This is an optimization exercise on Yosys and OpenROAD, whose aim is small area, not a production implementation.
In this exercise RTL edits were held to simulation tests only and were not proved equivalent to the original.
No activity file was given, so power comes from the tool's default toggle rates.

## run.sh

```bash
#!/bin/bash
# synth_recipe.tcl (not shown) runs the flow's synth.tcl, then flattens the netlist and writes it again
# the make line also repeats each setting of config.mk as NAME=value (left out here)
make -C /OpenROAD-flow-scripts/flow DESIGN_CONFIG=/design/flow/config.mk WORK_HOME=/design/flow/orfs CLKGATE_MAP_FILE= SYNTH_SCRIPT=/design/flow/synth_recipe.tcl finish
```

## config.mk

```make
export PLATFORM = sky130hd
export DESIGN_NAME = pong
export DESIGN_NICKNAME = pong
export VERILOG_FILES = /design/flow/design.v
export SDC_FILE = /design/flow/constraint.sdc
export NUM_CORES = 4
export LEC_CHECK = 0
export CAP_MARGIN = 20
export CORE_MARGIN = 2
export CORE_UTILIZATION = 40
export SLEW_MARGIN = 20
```

## constraint.sdc

```tcl
create_clock -name core_clock -period 20.0 [get_ports {CLK_DRV}]
set_input_delay 4.0000 -clock core_clock [delete_from_list [all_inputs] [get_ports {CLK_DRV}]]
set_output_delay 4.0000 -clock core_clock [all_outputs]
set_load 0.01 [all_outputs]
```

## design.v

```verilog
module SN74107(
  input   logic CLK_DRV,   
  input   logic FPGA_RESET,  
  input   logic CLK_N,     
  input   logic CLR_N,     
  input   logic J, K,      
  output  logic Q, Q_N     
);
  logic J_Q, K_Q, PREV_Q, CLK_Q;
  logic FALL;  
  assign Q_N = ~Q;
  assign FALL = ~CLK_N & CLK_Q;
  always_ff @(posedge CLK_DRV) begin
    J_Q <= J;
    K_Q <= K;
    if (FPGA_RESET) begin
      PREV_Q <= 1'b0;
      CLK_Q <= 1'b0;
    end else begin
      PREV_Q <= Q;
      if (!CLR_N) CLK_Q <= 1'b0;
      else CLK_Q <= CLK_N;
    end
  end
  always_comb begin
    if (CLR_N == 1'b0)
      Q = 1'b0;
    else if (FALL == 1'b0)
      Q = PREV_Q;
    else begin
      unique case ({J_Q, K_Q})
        2'b00: Q = PREV_Q;
        2'b10: Q = 1'b1;
        2'b01: Q = 1'b0;
        2'b11: Q = ~PREV_Q;
      endcase
    end
  end
endmodule
module SN7474(
  input   logic CLK_DRV,   
  input   logic FPGA_RESET,  
  input   logic CLK,       
  input   logic PRE_N,     
  input   logic CLR_N,     
  input   logic D,         
  output  logic Q, Q_N     
);
  logic D_Q, PREV_Q, CLK_Q;
  logic RISE;  
  assign Q_N = ~Q;
  assign RISE = CLK & ~CLK_Q;
  always_ff @(posedge CLK_DRV) begin
    D_Q <= D;
    if (FPGA_RESET) begin
      PREV_Q <= 1'b0;
      CLK_Q <= 1'b1;
    end else begin
      PREV_Q <= Q;
      if (!PRE_N | !CLR_N) CLK_Q <= 1'b1;
      else CLK_Q <= CLK;
    end
  end
  always_comb begin
    if (PRE_N == 1'b0)
      Q = 1'b1;
    else if (CLR_N == 1'b0)
      Q = 1'b0;
    else if (RISE == 1'b0)
      Q = PREV_Q;
    else
      Q = D_Q;
  end
endmodule
module clocked_srff(
  input   logic   CLK_DRV,
  input   logic   FPGA_RESET,
  input   logic   CLK_N,
  input   logic   PRE_N, CLR_N,
  input   logic   S, R,
  output  logic   Q, Q_N
);
  logic S_Q, R_Q, PREV_Q, CLK_Q;
  logic FALL;  
  assign Q_N = ~Q;
  assign FALL = ~CLK_N & CLK_Q;
  always_ff @(posedge CLK_DRV) begin
    S_Q <= S;
    R_Q <= R;
    if (FPGA_RESET) begin
      PREV_Q <= 1'b0;
      CLK_Q <= 1'b1;
    end else begin
      PREV_Q <= Q;
      if (!PRE_N | !CLR_N) CLK_Q <= 1'b1;
      else CLK_Q <= CLK_N;
    end
  end
  always_comb begin
    if (PRE_N == 1'b0)
      Q = 1'b1;
    else if (CLR_N == 1'b0)
      Q = 1'b0;
    else if (FALL == 1'b0)
      Q = PREV_Q;
    else begin
      unique case ({S_Q, R_Q})
        2'b00: Q = PREV_Q;
        2'b01: Q = 1'b0;
        2'b10: Q = 1'b1;
        2'b11: Q = PREV_Q;
      endcase
    end
  end
endmodule
module nand_rsff(
  input   logic  CLK_DRV,
  input   logic  FPGA_RESET,
  input   logic  S_N, R_N,
  output  logic  Q, Q_N
);
  logic dq;
  always_ff @(posedge CLK_DRV) begin
    if (FPGA_RESET) dq <= 1'b0;
    else dq <= Q;
  end
  assign Q_N = ~Q;
  assign Q = (S_N ^ R_N) ? (~S_N & R_N) : dq;
endmodule
module nor_rsff(
  input   logic  CLK_DRV,
  input   logic  FPGA_RESET,
  input   logic  R, S,
  output  logic  Q, Q_N
);
  logic dq;
  always_ff @(posedge CLK_DRV) begin
    if (FPGA_RESET) dq <= 1'b0;
    else dq <= Q;
  end
  assign Q_N = ~Q;
  assign Q = (R ^ S) ? (~R & S) : dq;
endmodule
module DM9316(
  input   logic   CLK_DRV,
  input   logic   FPGA_RESET,         
  input   logic   CLK,             
  input   logic   CLR_N,           
  input   logic   LOAD_N,          
  input   logic   ENP, ENT,        
  input   logic   A, B, C, D,      
  output  logic   QA, QB, QC, QD,  
  output  logic   RCO              
);
  logic QA_J, QA_K, QB_J, QB_K, QC_J, QC_K, QD_J, QD_K;
  logic QA_EN, QB_EN, QC_EN, QD_EN;
  logic QA_N, QB_N, QC_N, QD_N;
  assign QA_EN = ENP & ENT;
  always_comb begin
    if (!LOAD_N)
      {QA_J, QA_K} = {A, ~A};
    else if (QA_EN)
      {QA_J, QA_K} = 2'b11;
    else
      {QA_J, QA_K} = 2'b00;
  end
  SN74107 QA_FF(.CLK_DRV(CLK_DRV), .FPGA_RESET(FPGA_RESET), .CLK_N(~CLK), .CLR_N(CLR_N),
                .J(QA_J), .K(QA_K), .Q(QA), .Q_N(QA_N));
  assign QB_EN = ENP & ENT & QA;
  always_comb begin
    if (!LOAD_N)
      {QB_J, QB_K} = {B, ~B};
    else if (QB_EN)
      {QB_J, QB_K} = 2'b11;
    else
      {QB_J, QB_K} = 2'b00;
  end
  SN74107 QB_FF(.CLK_DRV(CLK_DRV), .FPGA_RESET(FPGA_RESET), .CLK_N(~CLK), .CLR_N(CLR_N),
                .J(QB_J), .K(QB_K), .Q(QB), .Q_N(QB_N));
  assign QC_EN = ENP & ENT & QA & QB;
  always_comb begin
    if (!LOAD_N)
      {QC_J, QC_K} = {C, ~C};
    else if (QC_EN)
      {QC_J, QC_K} = 2'b11;
    else
      {QC_J, QC_K} = 2'b00;
  end
  SN74107 QC_FF(.CLK_DRV(CLK_DRV), .FPGA_RESET(FPGA_RESET), .CLK_N(~CLK), .CLR_N(CLR_N),
                .J(QC_J), .K(QC_K), .Q(QC), .Q_N(QC_N));
  assign QD_EN = ENP & ENT & QA & QB & QC;
  always_comb begin
    if (!LOAD_N)
      {QD_J, QD_K} = {D, ~D};
    else if (QD_EN)
      {QD_J, QD_K} = 2'b11;
    else
      {QD_J, QD_K} = 2'b00;
  end
  SN74107 QD_FF(.CLK_DRV(CLK_DRV), .FPGA_RESET(FPGA_RESET), .CLK_N(~CLK), .CLR_N(CLR_N),
                .J(QD_J), .K(QD_K), .Q(QD), .Q_N(QD_N));
  assign RCO = ~(QA_N | QB_N | QC_N | QD_N | ~ENT);
endmodule
module SN7490(
  input   logic CLK_DRV,
  input   logic FPGA_RESET,          
  input   logic CKA_N, CKB_N,      
  input   logic R01, R02,          
  input   logic R91, R92,          
  output  logic QA, QB, QC, QD     
);
  logic RESET_0_N, RESET_9_N, RESET_QB_QC_N;
  assign RESET_0_N = ~(R01 & R02);
  assign RESET_9_N = ~(R91 & R92);
  assign RESET_QB_QC_N = RESET_0_N & RESET_9_N;
  logic QD_N;
  SN74107 QA_FF(.CLK_DRV, .FPGA_RESET, .CLK_N(CKA_N), .CLR_N(RESET_0_N),
                .J(1'b1), .K(1'b1), .Q(QA), .Q_N());
  SN74107 QB_FF(.CLK_DRV, .FPGA_RESET, .CLK_N(CKB_N), .CLR_N(RESET_QB_QC_N),
                .J(QD_N), .K(1'b1), .Q(QB), .Q_N());
  SN74107 QC_FF(.CLK_DRV, .FPGA_RESET, .CLK_N(QB), .CLR_N(RESET_QB_QC_N),
                .J(1'b1), .K(1'b1), .Q(QC), .Q_N());
  clocked_srff QD_FF(.CLK_DRV, .FPGA_RESET, .CLK_N(CKB_N),
                     .PRE_N(RESET_9_N), .CLR_N(RESET_0_N),
                     .S(QB & QC), .R(QD), .Q(QD), .Q_N(QD_N));
endmodule
module SN7493(
  input   logic CLK_DRV,
  input   logic FPGA_RESET,        
  input   logic CKA_N, CKB_N,    
  input   logic R0, R1,          
  output  logic QA, QB, QC, QD   
);
  logic RESET_N;
  assign RESET_N = ~(R0 & R1);
  SN74107 QA_FF(.CLK_DRV, .FPGA_RESET, .CLK_N(CKA_N), .CLR_N(RESET_N),
                .J(1'b1), .K(1'b1), .Q(QA), .Q_N());
  SN74107 QB_FF(.CLK_DRV, .FPGA_RESET, .CLK_N(CKB_N), .CLR_N(RESET_N),
                .J(1'b1), .K(1'b1), .Q(QB), .Q_N());
  SN74107 QC_FF(.CLK_DRV, .FPGA_RESET, .CLK_N(QB), .CLR_N(RESET_N),
                .J(1'b1), .K(1'b1), .Q(QC), .Q_N());
  SN74107 QD_FF(.CLK_DRV, .FPGA_RESET, .CLK_N(QC), .CLR_N(RESET_N),
                .J(1'b1), .K(1'b1), .Q(QD), .Q_N());
endmodule
module SN7483(
  input   logic   A1, A2, A3, A4,  
  input   logic   B1, B2, B3, B4,  
  input   logic   C0,              
  output  logic   S1, S2, S3, S4,  
  output  logic   C4               
);
  assign {C4, S4, S3, S2, S1} = {A4, A3, A2, A1} + {B4, B3, B2, B1} + C0;
endmodule
module SN74153(
  input   logic A, B,                    
  input   logic _1G_N, _2G_N,            
  input   logic _1C0, _1C1, _1C2, _1C3,  
  input   logic _2C0, _2C1, _2C2, _2C3,  
  output  logic _1Y, _2Y                 
);
  always_comb begin
    if (_1G_N)
      _1Y = 1'b0;
    else
      unique case ({B, A})
        2'b00: _1Y = _1C0;
        2'b01: _1Y = _1C1;
        2'b10: _1Y = _1C2;
        2'b11: _1Y = _1C3;
      endcase
  end
  always_comb begin
    if (_2G_N)
      _2Y = 1'b0;
    else
      unique case ({B, A})
        2'b00: _2Y = _2C0;
        2'b01: _2Y = _2C1;
        2'b10: _2Y = _2C2;
        2'b11: _2Y = _2C3;
      endcase
  end
endmodule
module SN7448(
  input   logic BI_RBO_N,                
  input   logic RBI_N,                   
  input   logic LT_N,                    
  input   logic A, B, C, D,              
  output  logic a, b, c, d, e, f, g      
);
  parameter logic BI_RBO_N_AS_INPUT = 1'b1;
  logic BLANKING_N, BLANKING_AND_N;
  assign BLANKING_N = ~(LT_N & ~RBI_N & ~A & ~B & ~C & ~D);
  assign BLANKING_AND_N = BLANKING_N & BI_RBO_N;
  always_comb begin
    if (!LT_N)
      {a, b, c, d, e, f, g} = 7'b1111111;
    else if (!BLANKING_AND_N)
      {a, b, c, d, e, f, g} = 7'b0000000;
    else begin
        unique case ({D, C, B, A})
          4'b0000: {a, b, c, d, e, f, g} = 7'b1111110;  
          4'b0001: {a, b, c, d, e, f, g} = 7'b0110000;  
          4'b0010: {a, b, c, d, e, f, g} = 7'b1101101;  
          4'b0011: {a, b, c, d, e, f, g} = 7'b1111001;  
          4'b0100: {a, b, c, d, e, f, g} = 7'b0110011;  
          4'b0101: {a, b, c, d, e, f, g} = 7'b1011011;  
          4'b0110: {a, b, c, d, e, f, g} = 7'b0011111;  
          4'b0111: {a, b, c, d, e, f, g} = 7'b1110000;  
          4'b1000: {a, b, c, d, e, f, g} = 7'b1111111;  
          4'b1001: {a, b, c, d, e, f, g} = 7'b1110011;  
          4'b1010: {a, b, c, d, e, f, g} = 7'b0001101;  
          4'b1011: {a, b, c, d, e, f, g} = 7'b0011001;  
          4'b1100: {a, b, c, d, e, f, g} = 7'b0100011;  
          4'b1101: {a, b, c, d, e, f, g} = 7'b1001011;  
          4'b1110: {a, b, c, d, e, f, g} = 7'b0001111;  
          4'b1111: {a, b, c, d, e, f, g} = 7'b0000000;  
      endcase
    end
  end
endmodule
module oneshot_555(
  input   logic   CLK,     
  input   logic   FPGA_RESET,  
  input   logic   TRG_N,   
  output  logic   OUT      
);
  parameter COUNTS = 1000;
  parameter BIT_WIDTH = $clog2(COUNTS);
  typedef enum logic [1:0] {
    IDLE, COUNT, END
  } state_t;
  state_t state;
  logic prev_trg_n;
  logic detect;
  always_ff @(posedge CLK) begin
    prev_trg_n <= TRG_N;
  end
  assign detect = prev_trg_n & ~TRG_N;
  logic [BIT_WIDTH-1 : 0] counter;
  logic count_end;
  always_ff @(posedge CLK) begin
    if (FPGA_RESET)
      counter <= '0;
    else if (state == IDLE | state == END)
      counter <= '0;
    else if (state == COUNT)
      counter <= counter + 'd1;
  end
  assign count_end = (counter == COUNTS - 1);
  state_t next_state;
  always_ff @(posedge CLK) begin
    if (FPGA_RESET) state <= IDLE;
    else state <= next_state;
  end
  always_comb begin
    case (state)
      IDLE:     if (detect) next_state = COUNT;
                else next_state = IDLE;
      COUNT:    if (count_end) next_state = END;
                else next_state = COUNT;
      END:      next_state = IDLE;
      default:  next_state = IDLE;
    endcase
  end
  always_comb begin
    if (state == COUNT)
      OUT = 1'b1;
    else
      OUT = 1'b0;
  end
endmodule
module hcounter(
  input   logic   FPGA_RESET,
  input   logic   CLK_DRV, CLK,
  output  logic   _1H, _2H, _4H, _8H, _16H, _32H, _64H, _128H, _256H, _256H_N,
  output  logic   HRESET, HRESET_N
);
  SN7493 SN7493_F8(.CLK_DRV, .FPGA_RESET,
                   .CKA_N(CLK), .CKB_N(_1H),
                   .R0(HRESET), .R1(HRESET),
                   .QA(_1H), .QB(_2H), .QC(_4H), .QD(_8H));
  SN7493 SN7493_F9(.CLK_DRV, .FPGA_RESET,
                   .CKA_N(_8H), .CKB_N(_16H),
                   .R0(HRESET), .R1(HRESET),
                   .QA(_16H), .QB(_32H), .QC(_64H), .QD(_128H));
  SN74107 SN74107_F6b(.CLK_DRV, .FPGA_RESET,
                      .CLK_N(_128H), .CLR_N(HRESET_N),
                      .J(1'b1), .K(1'b1),
                      .Q(_256H), .Q_N(_256H_N));
  logic F7;
  assign F7 = ~(_2H & _4H & _64H & _128H & _256H);
  SN7474 SN7474_E7b(.CLK_DRV, .FPGA_RESET,
                    .CLK(CLK),
                    .PRE_N(1'b1), .CLR_N(1'b1),
                    .D(F7),
                    .Q(HRESET_N), .Q_N(HRESET));
endmodule
module vcounter(
  input   logic   FPGA_RESET,
  input   logic   CLK_DRV, CLK,
  output  logic   _1V, _2V, _4V, _8V, _16V, _32V, _64V, _128V, _256V, _256V_N,
  output  logic   VRESET, VRESET_N
);
  SN7493 SN7493_E8(.CLK_DRV, .FPGA_RESET,
                   .CKA_N(CLK), .CKB_N(_1V),
                   .R0(VRESET), .R1(VRESET),
                   .QA(_1V), .QB(_2V), .QC(_4V), .QD(_8V));
  SN7493 SN7493_E9(.CLK_DRV, .FPGA_RESET,
                   .CKA_N(_8V), .CKB_N(_16V),
                   .R0(VRESET), .R1(VRESET),
                   .QA(_16V), .QB(_32V), .QC(_64V), .QD(_128V));
  SN74107 SN74107_D9b(.CLK_DRV, .FPGA_RESET,
                      .CLK_N(_128V), .CLR_N(VRESET_N),
                      .J(1'b1), .K(1'b1),
                      .Q(_256V), .Q_N(_256V_N));
  logic D8c;
  assign D8c = ~(_1V & _4V & _256V);
  SN7474 SN7474_E7a(.CLK_DRV, .FPGA_RESET,
                    .CLK(CLK),
                    .PRE_N(1'b1), .CLR_N(1'b1),
                    .D(D8c),
                    .Q(VRESET_N), .Q_N(VRESET));
endmodule
module sync(
  input   logic   FPGA_RESET,
  input   logic   CLK_DRV,
  input   logic   _16H, _32H, _64H, HRESET_N,
  input   logic   _4V, _8V, _16V, VRESET,
  output  logic   HBLANK, HBLANK_N, HSYNC_N,
  output  logic   VBLANK, VBLANK_N, VSYNC_N
);
  logic G5b, HBLANK_D, HBLANK_D_N;
  assign G5b = ~(_16H & _64H);
  nand_rsff nand_rsff(.CLK_DRV, .FPGA_RESET,
                      .S_N(G5b), .R_N(HRESET_N),
                      .Q(HBLANK_D_N), .Q_N(HBLANK_D));
  always @(posedge CLK_DRV) begin
    HBLANK <= HBLANK_D;
    HBLANK_N <= HBLANK_D_N;
  end
    logic D, CLR_N;
    assign D = ~(~_64H & _32H);
    assign CLR_N = ~(_64H | HBLANK_N);
    SN7474 SN7474(.CLK_DRV, .FPGA_RESET,
                  .CLK(_16H),
                  .PRE_N(1'b1), .CLR_N,
                  .D,
                  .Q(), .Q_N(HSYNC_N));
  nor_rsff nor_rsff(.CLK_DRV, .FPGA_RESET,
                    .R(VRESET), .S(_16V),
                    .Q(VBLANK_N), .Q_N(VBLANK));
  logic H5a;
  assign H5a = ~_8V;
  assign VSYNC_N = ~(VBLANK & _4V & H5a);
endmodule
module videosum(
  input   logic   HSYNC_N, VSYNC_N,
  input   logic   HVID_N, VVID_N,
  input   logic   HBLANK_N, VBLANK_N,
  input   logic   NET, PAD1, PAD2,
  output  logic   CSYNC, VIDEO
);
  logic A4d;
  assign A4d = HSYNC_N ^ VSYNC_N;
  assign CSYNC = ~A4d;
  logic G1b, F2b, E4e;
  assign G1b = ~(HVID_N | VVID_N);  
  assign F2b = ~(G1b | NET | PAD1 | PAD2);
  assign E4e = ~F2b;
  assign VIDEO = E4e & HBLANK_N & VBLANK_N;
endmodule
module net(
  input   logic   FPGA_RESET,
  input   logic   CLK_DRV, CLK,
  input   logic   _256H, _256H_N, _4V, VBLANK,
  output  logic   NET
);
  logic F3b_Q_N;
  SN74107 SN74107_F3b(.CLK_DRV, .FPGA_RESET, .CLK_N(CLK), .CLR_N(1'b1),
                      .J(_256H), .K(_256H_N),
                      .Q(), .Q_N(F3b_Q_N));
  logic G3b, G2b;
  assign G3b = ~(_256H & F3b_Q_N);
  assign G2b = ~(_4V | VBLANK | G3b);
  assign NET = G2b;
endmodule
module pad(
  input   logic   FPGA_RESET,
  input   logic   CLK_DRV,
  input   logic   PAD1_OUT, PAD2_OUT,
  input   logic   _4H, _128H, _256H, _256H_N, HSYNC_N, ATTRACT_N,
  output  logic   PAD1, PAD2,
  output  logic   B1, C1, D1, B2, C2, D2
);
  logic C9b, B7b, VPAD1_N, A7b, A7b_q;
  logic QA_B8, QB_B8, QC_B8, QD_B8;
  assign C9b = ~PAD1_OUT;
  assign B7b = ~(A7b_q & HSYNC_N);
  assign VPAD1_N = ~(C9b & A7b_q);
  assign A7b = ~(QA_B8 & QB_B8 & QC_B8 & QD_B8);
  always_ff @(posedge CLK_DRV) begin
    A7b_q <= A7b;
  end
  SN7493 SN7493_B8(.CLK_DRV, .FPGA_RESET,
                   .CKA_N(B7b), .CKB_N(QA_B8),
                   .R0(PAD1_OUT), .R1(PAD1_OUT),
                   .QA(QA_B8), .QB(QB_B8), .QC(QC_B8), .QD(QD_B8));
  logic C9a, B7c, VPAD2_N, A7a, A7a_q;
  logic QA_A8, QB_A8, QC_A8, QD_A8;
  assign C9a = ~PAD2_OUT;
  assign B7c = ~(A7a_q & HSYNC_N);
  assign VPAD2_N = ~(C9a & A7a_q);
  assign A7a = ~(QA_A8 & QB_A8 & QC_A8 & QD_A8);
  always_ff @(posedge CLK_DRV) begin
    A7a_q <= A7a;
  end
  SN7493 SN7493_A8(.CLK_DRV, .FPGA_RESET,
                   .CKA_N(B7c), .CKB_N(QA_A8),
                   .R0(PAD2_OUT), .R1(PAD2_OUT),
                   .QA(QA_A8), .QB(QB_A8), .QC(QC_A8), .QD(QD_A8));
  logic H3a_Q_N, G3c;
  SN7474 SN7474_H3a(.CLK_DRV, .FPGA_RESET, .CLK(_4H),
                    .PRE_N(ATTRACT_N), .CLR_N(1'b1),
                    .D(_128H), .Q(), .Q_N(H3a_Q_N));
  assign G3c = ~(_128H & H3a_Q_N);  
  assign PAD1 = ~(VPAD1_N | _256H | G3c);
  assign PAD2 = ~(VPAD2_N | _256H_N | G3c);
  assign {B1, C1, D1} = {QB_B8, QC_B8, QD_B8};
  assign {B2, C2, D2} = {QB_A8, QC_A8, QD_A8};
endmodule
module score(
  input   logic   FPGA_RESET,
  input   logic   CLK_DRV,
  input   logic   HVID_N, HBLANK, ATTRACT_N, L, R, SRST, SRST_N,
  input   logic   _4H, _8H, _16H, _32H, _64H, _128H, _256H,
  input   logic   _4V, _8V, _16V, _32V, _64V, _128V,
  input   logic   SW1A, SW1B,
  output  logic   MISS_N, STOP_G,
  output  logic   SCORE
);
  logic H6a, E6c, D1f, E1a, MISSED_N;
  assign H6a = ~HVID_N;
  assign E6c = ~(H6a & HBLANK);
  assign MISS_N = E6c;
  assign D1f = ~E6c;
  assign E1a = ~(D1f & ATTRACT_N);
  assign MISSED_N = E1a;
  logic F5b, F5a;
  assign F5b = ~(L | MISSED_N);
  assign F5a = ~(R | MISSED_N);
  logic S1A, S1B, S1C, S1D, S1E, S1E_N;
  SN7490 SN7490_C7(
    .CLK_DRV, .FPGA_RESET,
    .CKA_N(F5b), .CKB_N(S1A),
    .R01(SRST), .R02(SRST),
    .R91(1'b0), .R92(1'b0),
    .QA(S1A), .QB(S1B), .QC(S1C), .QD(S1D));
  SN74107 SN74107_C8a(
    .CLK_DRV, .FPGA_RESET,
    .CLK_N(S1D),
    .CLR_N(SRST_N),
    .J(1'b1), .K(1'b1),
    .Q(S1E), .Q_N(S1E_N));
  logic S2A, S2B, S2C, S2D, S2E, S2E_N;
  SN7490 SN7490_D7(
    .CLK_DRV, .FPGA_RESET,
    .CKA_N(F5a), .CKB_N(S2A),
    .R01(SRST), .R02(SRST),
    .R91(1'b0), .R92(1'b0),
    .QA(S2A), .QB(S2B), .QC(S2C), .QD(S2D));
  SN74107 SN74107_C8b(
    .CLK_DRV, .FPGA_RESET,
    .CLK_N(S2D),
    .CLR_N(SRST_N),
    .J(1'b1), .K(1'b1),
    .Q(S2E), .Q_N(S2E_N));
  logic A, B, C, D;
  SN74153 SN74153_C6(
    .A(_32H), .B(_64H),
    ._1G_N(1'b0), ._2G_N(1'b0),
    ._1C0(1'b1), ._1C1(S1A), ._1C2(1'b1), ._1C3(S2A),
    ._2C0(S1E_N), ._2C1(S1B), ._2C2(S2E_N), ._2C3(S2B),
    ._1Y(A), ._2Y(B));
  SN74153 SN74153_D6(
    .A(_32H), .B(_64H),
    ._1G_N(1'b0), ._2G_N(1'b0),
    ._1C0(S1E_N), ._1C1(S1C), ._1C2(S2E_N), ._1C3(S2C),
    ._2C0(S1E_N), ._2C1(S1D), ._2C2(S2E_N), ._2C3(S2D),
    ._1Y(C), ._2Y(D));
  logic E3a, E3b, E2c, E3c, D2c, G1a, F2a;
  assign E3a = ~_128H;
  assign E3b = ~(_256H | _64H | E3a);
  assign E2c = ~(_256H & _64H & E3a);
  assign E3c = ~E2c;
  assign D2c = ~(E3b | E3c);
  assign G1a = ~_32V;
  assign F2a = ~(G1a | _64V | _128V | D2c);  
  logic a, b, c, d, e, f, g;
  logic BI_RBO_N;
  assign BI_RBO_N = F2a;
  SN7448 SN7448_C5 (
    .BI_RBO_N,
    .RBI_N(1'b1), .LT_N(1'b1),
    .A, .B, .C, .D,
    .a, .b, .c, .d, .e, .f, .g
  );
  logic E4b, E5c, C3d, D2b, E5b, E2a, E4a, E4c;
  logic scoreFE, scoreBC, scoreA, scoreGD;
  logic D4a, D5c, C4c, D5a, D4c, D4b, D5b;
  assign E4b = ~_16H;
  assign E5c = ~(E4b | _4H | _8H);
  assign C3d = ~(_4H & _8H);
  assign D2b = ~(E4b | C3d);
  assign E5b = ~(E4b | _4V | _8V);
  assign E2a = ~(_16H & _4V & _8V);
  assign E4a = ~E2a;
  assign E4c = ~_16V;
  assign scoreFE = E5c;
  assign scoreBC = D2b;
  assign scoreA  = E5b;
  assign scoreGD = E4a;
  assign D4a = ~(scoreFE &  E4c & f);
  assign D5c = ~(scoreFE & _16V & e);
  assign C4c = ~(scoreBC &  E4c & b);
  assign D5a = ~(scoreBC & _16V & c);
  assign D4c = ~(scoreA  &  E4c & a);
  assign D4b = ~(scoreGD &  E4c & g);
  assign D5b = ~(scoreGD & _16V & d);
  assign SCORE = ~(D4a & D5c & C4c & D5a & D4c & D4b & D5b);
  logic SW1AO, SW1BO;
  logic D8a, D8b, B2a;
  logic STOPG1_N, STOPG2_N, STOP_G_q;
  assign SW1AO = SW1A ? S1C : 1'b1;
  assign SW1BO = SW1B ? S2C : 1'b1;
  assign D8a = ~(S1A & SW1AO & S1E);
  assign D8b = ~(S2A & SW1BO & S2E);
  assign B2a = ~(D8a & D8b);
  assign STOP_G_q = B2a;
  always_ff @(posedge CLK_DRV) begin
    STOP_G <= STOP_G_q;
  end
endmodule
module hball(
  input   logic   FPGA_RESET,
  input   logic   CLK, CLK_DRV,
  input   logic   HIT_SOUND,
  input   logic   RST_SPEED,
  input   logic   _256H_N,
  input   logic   VRESET,
  input   logic   HIT1_N, HIT2_N,
  input   logic   SC,
  input   logic   HBLANK_N,
  input   logic   ATTRACT, ATTRACT_N,
  input   logic   SERVE,
  output  logic   L, R,
  output  logic   HVID_N
);
  logic E1d, E1c, G1d, H1a, H1d, H1c, H1b, G1c, H4a, MOVE;
  logic F1_QA, F1_QC, F1_QD, H2b_Q, H2a_Q;
  assign E1d = ~(E1c & HIT_SOUND);
  assign E1c = ~(F1_QC & F1_QD);
  assign G1d = ~(F1_QC | F1_QD);
  assign H1a = ~G1d;
  assign H1d = ~(E1c & H1a);
  assign H1c = ~(VRESET & H1d);
  assign H1b = ~(VRESET & H1a);
  assign G1c = ~(_256H_N | VRESET);
  assign H4a = ~(H2b_Q & H2a_Q);
  assign MOVE = H4a;
  logic E1d_q;
  always_ff @(posedge CLK_DRV) begin
    E1d_q <= E1d;
  end
  SN7493 SN7493_F1(
    .CLK_DRV, .FPGA_RESET,
    .CKA_N(E1d_q), .CKB_N(F1_QA),
    .R0(RST_SPEED), .R1(RST_SPEED),
    .QA(F1_QA), .QB(), .QC(F1_QC), .QD(F1_QD)
  );
  SN74107 SN74107_H2b(
    .CLK_DRV, .FPGA_RESET,
    .CLK_N(G1c), .CLR_N(H1c),
    .J(1'b1), .K(H4a), .Q(H2b_Q), .Q_N()
  );
  SN74107 SN74107_H2a(
    .CLK_DRV, .FPGA_RESET,
    .CLK_N(G1c), .CLR_N(H1b),
    .J(H2b_Q), .K(1'b0), .Q(H2a_Q), .Q_N()
  );
  logic C1d, D1a, H4d, H4b, H4c;
  logic H3b_Q, H3b_Q_N;
  logic Ba, Aa;
  assign C1d = ~(SC & ATTRACT);
  assign D1a = ~C1d;
  assign H4d = ~(H3b_Q & MOVE);
  assign H4b = ~(H3b_Q_N & MOVE);
  assign H4c = ~(H4d & H4b);
  assign Ba = H4b;
  assign Aa = H4c;
  assign L = H3b_Q;
  assign R = H3b_Q_N;
  SN7474 SN7474_H3b(
    .CLK_DRV, .FPGA_RESET,
    .CLK(D1a), .PRE_N(HIT2_N), .CLR_N(HIT1_N),
    .D(H3b_Q_N),
    .Q(H3b_Q), .Q_N(H3b_Q_N)
  );
  logic E1b, G5c, H6b;
  logic G7_QC, G7_QD;
  logic G7_RCO, H7_RCO, G6b_Q;
  assign E1b = ~(ATTRACT_N & SERVE);
  assign G5c = ~(G7_RCO & H7_RCO & G6b_Q);
  assign H6b = ~(G7_QC & G7_QD & H7_RCO & G6b_Q);
  assign HVID_N = H6b;
  DM9316 DM9316_G7(
    .CLK_DRV, .FPGA_RESET,
    .CLK, .CLR_N(E1b), .LOAD_N(G5c), .ENP(1'b1), .ENT(HBLANK_N),
    .A(Aa), .B(Ba), .C(1'b0), .D(1'b1),
    .QA(), .QB(), .QC(G7_QC), .QD(G7_QD),
    .RCO(G7_RCO)
  );
  DM9316 DM9316_H7(
    .CLK_DRV, .FPGA_RESET,
    .CLK, .CLR_N(E1b), .LOAD_N(G5c), .ENP(G7_RCO), .ENT(1'b1),
    .A(1'b0), .B(1'b0), .C(1'b0), .D(1'b1),
    .QA(), .QB(), .QC(), .QD(),
    .RCO(H7_RCO)
  );
  SN74107 SN74107_G6b(
    .CLK_DRV, .FPGA_RESET,
    .CLK_N(H7_RCO), .CLR_N(E1b),
    .J(1'b1), .K(1'b1), .Q(G6b_Q), .Q_N()
  );
endmodule
module vball(
  input   logic   FPGA_RESET,
  input   logic   CLK_DRV,
  input   logic   HIT, HIT_N,
  input   logic   _256H, _256H_N, HSYNC_N, VBLANK, VBLANK_N,
  input   logic   B1, C1, D1, B2, C2, D2,
  input   logic   ATTRACT,
  output  logic   VVID, VVID_N,
  output  logic   VPOS16, VPOS32, VPOS256
);
logic A5b_Q, A5a_Q, B5a_Q, B5a_Q_N, A2a_Q, A2a_Q_N;
logic D1c, A6a, A6b, B6b;
assign D1c = ~ATTRACT;
assign A6a = ~((B1 & _256H_N) | (B2 & _256H));
assign A6b = ~((C1 & _256H_N) | (C2 & _256H));
assign B6b = ~((D1 & _256H_N) | (D2 & _256H));
SN7474 SN7474_A5b(
  .CLK_DRV, .FPGA_RESET,
  .CLK(HIT), .PRE_N(1'b1), .CLR_N(D1c),
  .D(A6a),
  .Q(A5b_Q), .Q_N()
);
SN7474 SN7474_A5a(
  .CLK_DRV, .FPGA_RESET,
  .CLK(HIT), .PRE_N(1'b1), .CLR_N(D1c),
  .D(A6b),
  .Q(A5a_Q), .Q_N()
);
SN7474 SN7474_B5a(
  .CLK_DRV, .FPGA_RESET,
  .CLK(HIT), .PRE_N(1'b1), .CLR_N(D1c),
  .D(B6b),
  .Q(B5a_Q), .Q_N(B5a_Q_N)
);
SN74107 SN74107_A2a(
  .CLK_DRV, .FPGA_RESET,
  .CLK_N(VBLANK), .CLR_N(HIT_N),
  .J(VVID), .K(VVID), .Q(A2a_Q), .Q_N(A2a_Q_N)
);
logic A4c, A4b, B6a, C4a;
logic Ab, Bb, Cb, Db;
assign A4c = A5b_Q ^ A2a_Q;
assign A4b = A5a_Q ^ A2a_Q;
assign B6a = ~((B5a_Q & A2a_Q) | (B5a_Q_N & A2a_Q_N));
assign C4a = ~B6a;
SN7483 SN7483_B4(
  .A1(A4c), .A2(A4b), .A3(B6a), .A4(1'b0),
  .B1(C4a), .B2(1'b1), .B3(1'b1), .B4(1'b0),
  .S1(Ab), .S2(Bb), .S3(Cb), .S4(Db),
  .C0(1'b0), .C4()
);
logic B3_RCO, B3_QC, B3_QD, A3_RCO;
logic B2b, E2b, D2d;
assign B2b = ~(B3_RCO & A3_RCO);
assign E2b = ~(B3_QC & B3_QD & A3_RCO);
assign D2d = ~E2b;
assign VPOS256 = A3_RCO;
assign VVID_N = E2b;
assign VVID = D2d;
DM9316 DM9316_B3(
  .CLK_DRV, .FPGA_RESET,
  .CLK(HSYNC_N), .CLR_N(1'b1), .LOAD_N(B2b), .ENP(1'b1), .ENT(VBLANK_N),
  .A(Ab), .B(Bb), .C(Cb), .D(Db),
  .QA(), .QB(), .QC(B3_QC), .QD(B3_QD),
  .RCO(B3_RCO)
);
DM9316 DM9316_A3(
  .CLK_DRV, .FPGA_RESET,
  .CLK(HSYNC_N), .CLR_N(1'b1), .LOAD_N(B2b), .ENP(B3_RCO), .ENT(1'b1),
  .A(1'b0), .B(1'b0), .C(1'b0), .D(1'b0),
  .QA(VPOS16), .QB(VPOS32), .QC(), .QD(),
  .RCO(A3_RCO)
);
endmodule
module sound(
  input   logic   FPGA_RESET,
  input   logic   CLK_DRV,
  input   logic   ATTRACT_N, SERVE_N, HIT_N, MISS_N,
  input   logic   _32V, VBLANK,
  input   logic   VVID, VVID_N,
  input   logic   VPOS16, VPOS32, VPOS256,
  output  logic   SOUND, HIT_SOUND, SC
);
  logic F3a_Q, C3b;
  assign C3b = ~(VPOS32 & F3a_Q);
  SN74107 SN74107_F3a(
    .CLK_DRV, .FPGA_RESET,
    .CLK_N(VBLANK), .CLR_N(SERVE_N),
    .J(VVID), .K(VVID_N), .Q(F3a_Q), .Q_N()
  );
  logic C3a;
  assign C3a = ~(HIT_SOUND & VPOS16);
  SN7474 SN7474_C2a(
    .CLK_DRV, .FPGA_RESET,
    .CLK(VPOS256), .PRE_N(1'b1), .CLR_N(HIT_N),
    .D(1'b1),
    .Q(), .Q_N(HIT_SOUND)
  );
  logic C3c;
  assign C3c = ~(_32V & SC);
  oneshot_555 #(
    .COUNTS(54142)  
  ) ONESHOT_555 (
    .CLK(CLK_DRV), .FPGA_RESET,
    .TRG_N(MISS_N),
    .OUT(SC)
  );
  logic C4b, C1b;
  assign C4b = ~(C3b & C3a & C3c);
  assign C1b = ~(ATTRACT_N & C4b);
  assign SOUND = C1b;
endmodule
module hit(
  input   logic   HVID_N, VVID_N,
  input   logic   PAD1, PAD2,
  output  logic   HIT, HIT_N, HIT1_N, HIT2_N
);
  logic G1b, G3a, G3d, B2c, B2d;
  assign G1b = ~(HVID_N | VVID_N);
  assign G3a = ~(G1b & PAD2);
  assign G3d = ~(G1b & PAD1);
  assign B2c = ~(G3a & G3d);
  assign B2d = ~(B2c & B2c);
  assign HIT = B2c;
  assign HIT_N = B2d;
  assign HIT1_N = G3d;
  assign HIT2_N = G3a;
endmodule
module gamecntl(
  input   logic   CLK_DRV,
  input   logic   FPGA_RESET,
  input   logic   COIN_SW,
  input   logic   MISS_N,
  input   logic   STOP_G,
  input   logic   PAD1,
  output  logic   SRST, SRST_N,
  output  logic   RST_SPEED,
  output  logic   SERVE, SERVE_N,
  output  logic   ATTRACT, ATTRACT_N
);
  assign SRST = COIN_SW;
  assign SRST_N = ~SRST;
  logic Q1_C;
  always_ff @(posedge CLK_DRV) begin
    if (FPGA_RESET)
      Q1_C <= 1'b1;
    else if (STOP_G)
      Q1_C <= 1'b1;
    else if (SRST)
      Q1_C <= 1'b0;
  end
  logic E6b, E6a, F4_OUT;
  assign E6b = ~(SRST_N & MISS_N);
  assign E6a = ~E6b;
  assign RST_SPEED = E6b;
  oneshot_555 #(
    .COUNTS(381698)  
  ) oneshot_555 (
    .CLK(CLK_DRV), .FPGA_RESET,
    .TRG_N(E6a),
    .OUT(F4_OUT)
  );
  logic D2a, E5a, D1b;
  assign D2a = ~(STOP_G | Q1_C);
  assign E5a = ~(STOP_G | Q1_C | F4_OUT);
  assign D1b = ~D2a;
  assign ATTRACT = D1b;
  assign ATTRACT_N = D2a;
  SN7474 SN7474_B5b(
    .CLK_DRV, .FPGA_RESET,
    .CLK(PAD1), .PRE_N(1'b1), .CLR_N(E5a),
    .D(E5a),
    .Q(SERVE_N), .Q_N(SERVE)
  );
endmodule
module pongtop(
  input   logic   CLK_DRV, CLK,
  input   logic   FPGA_RESET,
  input   logic   COIN_SW,
  input   logic   SW1A, SW1B,
  output  logic   PAD_TRG_N,
  input   logic   PAD1_OUT, PAD2_OUT,
  output  logic   CSYNC, VIDEO, SCORE,
  output  logic   SOUND
);
  logic _1H, _2H, _4H, _8H, _16H, _32H, _64H, _128H, _256H, _256H_N;
  logic HRESET, HRESET_N, HBLANK, HBLANK_N, HSYNC_N;
  logic _1V, _2V, _4V, _8V, _16V, _32V, _64V, _128V, _256V, _256V_N;
  logic VRESET, VRESET_N, VBLANK, VBLANK_N, VSYNC_N;
  logic NET, PAD1, PAD2;
  logic HVID_N, VVID_N, VVID;
  logic L, R;
  logic B1, C1, D1, B2, C2, D2;
  logic VPOS16, VPOS32, VPOS256;
  logic SRST, SRST_N, STOP_G, SERVE, SERVE_N, RST_SPEED, MISS_N;
  logic HIT_SOUND, SC;
  logic HIT1_N, HIT2_N, HIT, HIT_N;
  logic ATTRACT, ATTRACT_N;
  hcounter hcounter(.*);
  vcounter vcounter(.CLK(HRESET), .*);
  sync sync(.*);
  videosum videosum(.*);
  net net(.*);
  pad pad(.*);
  score score(.*);
  hball hball(.*);
  vball vball(.*);
  sound sound(.*);
  hit hit(.*);
  gamecntl gamecntl(.*);
  assign PAD_TRG_N = _256V_N;
endmodule
module pong(
  input   logic   CLK_DRV,
  input   logic   FPGA_RESET,
  input   logic   COIN_SW,
  input   logic   SW1A, SW1B,
  input   logic   PAD1_OUT, PAD2_OUT,
  output  logic   PAD_TRG_N,
  output  logic   CSYNC, VIDEO, SCORE,
  output  logic   SOUND
);
  logic CLK_PCK;
  always_ff @(posedge CLK_DRV) begin
    if (FPGA_RESET)
      CLK_PCK <= 1'b0;
    else
      CLK_PCK <= ~CLK_PCK;
  end
  pongtop pongtop(
    .CLK_DRV, .CLK(CLK_PCK),
    .FPGA_RESET,
    .COIN_SW,
    .SW1A, .SW1B,
    .PAD_TRG_N,
    .PAD1_OUT, .PAD2_OUT,
    .CSYNC, .VIDEO, .SCORE,
    .SOUND
  );
endmodule
```

==> run notes <==
[cells in the mapped netlist, drive strengths merged, types with 5 or more instances]
| master | count | area, um^2 |
|---|---|---|
| nor2 | 200 | 758 |
| buf | 7 | 37.5 |
| a21boi | 6 | 45.1 |
| nand2b | 23 | 144 |
| a211oi | 11 | 92.6 |
| nor2b | 15 | 101 |
| o21a | 5 | 37.5 |
| nand2 | 83 | 314 |
| a21oi | 42 | 210 |
| xnor2 | 23 | 201 |
| nor3b | 6 | 45.0 |
| nand4 | 21 | 131 |
| o21ai | 26 | 141 |
| dfxtp | 231 | 4620 |
| a31oi | 10 | 62.6 |
| nor4b | 6 | 58.8 |
| o31ai | 9 | 77.6 |
| and2 | 15 | 93.8 |
| clkbuf | 38 | 144 |
| o311ai | 6 | 70.1 |
| a211o | 6 | 52.6 |
| inv | 51 | 191 |
| or2 | 21 | 131 |
| mux2i | 21 | 251 |
| mux2 | 7 | 82.6 |
| nand3 | 34 | 170 |
| and3 | 9 | 56.3 |
| ha | 18 | 225 |
| or3 | 13 | 81.3 |
| nor3 | 31 | 155 |
| a31o | 12 | 105 |
| or4 | 5 | 37.5 |
| xor2 | 48 | 420 |
| nor4 | 9 | 62.6 |
[tightest hold or removal path: stages (launching register included)]
cell     delay, ns
dfxtp_1       0.31
inv_1         0.05
nor2_1        0.04
[power groups by stage]
stage                     Sequential [mW]  Clock (mW)  Combinational (mW)
after floorplan                     0.474           0              0.0137
after global placement              0.475           0              0.0198
after detailed placement            0.475           0              0.0200
after CTS                           0.464       0.474              0.0201
after global routing                0.464       0.495              0.0220
final                               0.464       0.463              0.0197
[sequential cells by signal (all words and copies together) (netlist names), 2 cells and up]
name	cells
pongtop.gamecntl.oneshot_555.state	2
pongtop.sound.ONESHOT_555.state	2
pongtop.gamecntl.oneshot_555.counter	19
pongtop.sound.ONESHOT_555.counter	16
[logic make-up (layout without fill, tap and decap cells)]
group / Yosys count / in the layout / share of synthesized area
and+or+nand+nor: 505 / 505 / 0.249
xor gates and xnor gates: 71 / 71 / 0.0627
DFF: 231 / 231 / 0.466
muxes: 28 / 28 / 0.0337
adders and majority gates: 18 / 18 / 0.0227
buffers and inverters: 98 / 112 / 0.0384
AOI/OAI and AO/OA: 172 / 172 / 0.128
[path summary, 6_finish.rpt]
check                                         start                             endpoint  slack [ns]  cells after the start
worst max-delay path                       PAD1_OUT                                SCORE        5.59                     22
worst min-delay path            pongtop.hball.E1d_q  pongtop.hball.SN7493_F1.QA_FF.CLK_Q        0.43                      2
worst max register to register              CLK_PCK    pongtop.vball.DM9316_B3.QB_FF.K_Q       13.59                     19
worst min register to register  pongtop.hball.E1d_q  pongtop.hball.SN7493_F1.QA_FF.CLK_Q        0.43                      2
[final cells by class]
cell class                 count  area, um^2  share of cell area
clock inverter                 9         101             0.00912
clock buffer                  35         733              0.0660
multi-input combinational    794        4910               0.442
sequential                   231        4620               0.416
timing repair buffer          15         135              0.0122
tap                          324         405              0.0365
inverter                      53         199              0.0179
[layer usage]
| metal | vias to the layer above | wire [um] |
|---|---|---|
| met4 | 0 | 536 |
| met2 | 141 | 9430 |
| met1 | 3473 | 10100 |
| met5 | - | 0 |
| li1 | 3843 | - |
| met3 | 36 | 817 |
[through the flow]
step	utilization	area, um^2	hold slack, ns	worst slack [ns]	power (mW)
floorplan	-	9920	0.391	7.27	0.488
global placement	0.423	10300	0.418	5.89	0.494
detailed placement	0.423	10300	0.431	5.73	0.495
CTS	0.457	11100	0.440	5.66	0.958
global route	0.457	11100	0.460	5.05	0.981
finish	0.457	11100	0.435	5.59	0.947
==> flow_summary.yaml <==
clock_tree:
  cts_setup_buffers: 0
  worstSkewPairLatency_ns: 0.52
  clock_path_buffers: 3
  tritoncts: "built"
  htreeDepth: 1
  clock_sinks: 231
  ctsResizeCount: 0
  ctsHoldBuffers: 0
  clk_pin_slew_ns: 0.06
  cts_made_buffers: 24
  root_buffer: "clkbuf_16"
route:
  avgViaCountPerCell: 5.13
  wl_per_cell_um: 14.3
  ant_nets: 0
  wl_mm: 20.9
  route.detailed.drc: 0
  via_count: 7493
  first_iter_violations: 394
  drt-pass1-iter-count: 4
critical_path:
  cp.required_ns: 16.00
  slowest_delay_ns: 0.74
  slowest_stage: "a21oi_1"
  path_max_fanout: 11
  crit_family: "compound AO/OA/AOI/OAI gates"
  crit_path_end_kind: "output port"
  worst_setup_path_start_kind: "input pin"
  crit_arrival_ns: 10.41
  crit_chain: "clkdlybuf4s50_1, nor3b_1, nand2_1, a311o_1, a21boi_0, mux2i_1, mux2i_1, a21oi_1, a311oi_1, a41o_4, nor2_4, mux2i_1, xnor2_1, a221o_2, o21a_1, inv_1, ha_1, o31ai_2, o21ai_0, a211oi_1, o21ai_1, clkdlybuf4s50_1"
  crit_path_frequent_cell: "mux2i_1"
  crit_type: "input pin to output port"
  worst-path-buf-inv: 3
global_route:
  grt_pass1_wl_mm: 35.0
  grtUsageMet2: 0.263
  gr-usage-all-layers: 0.162
  top_usage_layer: "met2"
  use_met3: 0.0244
  antenna_found_initial: 0
  use_met1: 0.223
  grt_max_degree: 67
  grt_pass1_vias: 7006
  grt_overflow_total: 0
sta:
  worstMarginPinSlew_ns: 0.879
  finalCritPeriodShare: 0.721
  fin_crit_ns: 14.41
  setup_viol: 0
  relSlewSlack: 0.414
  fmax_ghz: 0.0694
  rsz0062_at_grt: "no"
  drv_slew: 0
  fin_setup_tns_ns: 0
  finalHoldViolCount: 0
  skew_ns: 0.0121
job:
  drv_cap: 0
final_layout:
  final_cell_mix: "231 x dfxtp_1, 199 x nor2_1, 82 x nand2_1"
  fill_cells: 2342
  final_common_cell: "dfxtp_1"
  layout.nets: 1144
  fin_cells: 1461
  antennaDiodeCount: 0
  syn2layout_area_growth_pct: 12.0
  drive_gt1_frac: 0.0941
place:
  numPortBuffers: 11
  post-place-cells: 1417
  hpwlAfterDp_mm: 14.8
  place_congestion: 0.853
logic_synthesis:
  netlist_area_um2: 9920
  synthCells: 1123
  synth_seq_cells: 231
  synth_edf_count: 0
  async_flop_share: 0
  synth_nets: 1148
  yosys_warnings: 16
  synthFlopType: "dfxtp_1"
  ys_types: 86
  yosysSeqAreaShare: 0.466
  synth.avg_cell_area_um2: 8.83
power:
  swShare: 0.210
  leakage_nw: 3.93
  peakVddDrop_mv: 0.0654
  internal_power_uw: 748
  powerDensity_nw_per_um2: 85.2
  power_frac_seq: 0.490
  netSwitchingPower_uw: 199
  p_comb_frac: 0.021
  clockPowerShare: 0.489
status:
  status: "complete, no violations"
floorplanning:
  start_util: 0.408
  die_h_um: 161
  coreArea_um2: 24300
  io_pins: 12
  die_x_um: 161
  die_area_um2: 26100
  rows: 57
worst_hold_path:
  hold_path.class: "flop to flop"

## separate check: timing with driven ports
How much do the figures lean on ideal ports? The routed layout below was timed once more, with nothing changed but the port constraints. Step 1 (the two cells are an assumption about what drives the block):
set clk [get_ports {CLK_DRV}]
set_driving_cell -lib_cell sky130_fd_sc_hd__clkbuf_16 $clk
set_driving_cell -lib_cell sky130_fd_sc_hd__buf_2 [delete_from_list [all_inputs] $clk]
Step 2 also shifts input and output timing later by t, the mid clock arrival at the registers, as if the neighbouring blocks saw the same clock. Slacks: ideal / step 1 / step 2; pairs: ideal / step 1.
t, ns: 0.558
setup WS [ns]: 5.587 / 5.567 / 5.567
worst setup path at the end: input to output
latest minus earliest clock arrival (ns): 0.013 / 0.012
After both steps this run still meets setup and hold. The setup slack of this run moves by -0.020 ns with the drivers and by -0.020 ns with both steps.
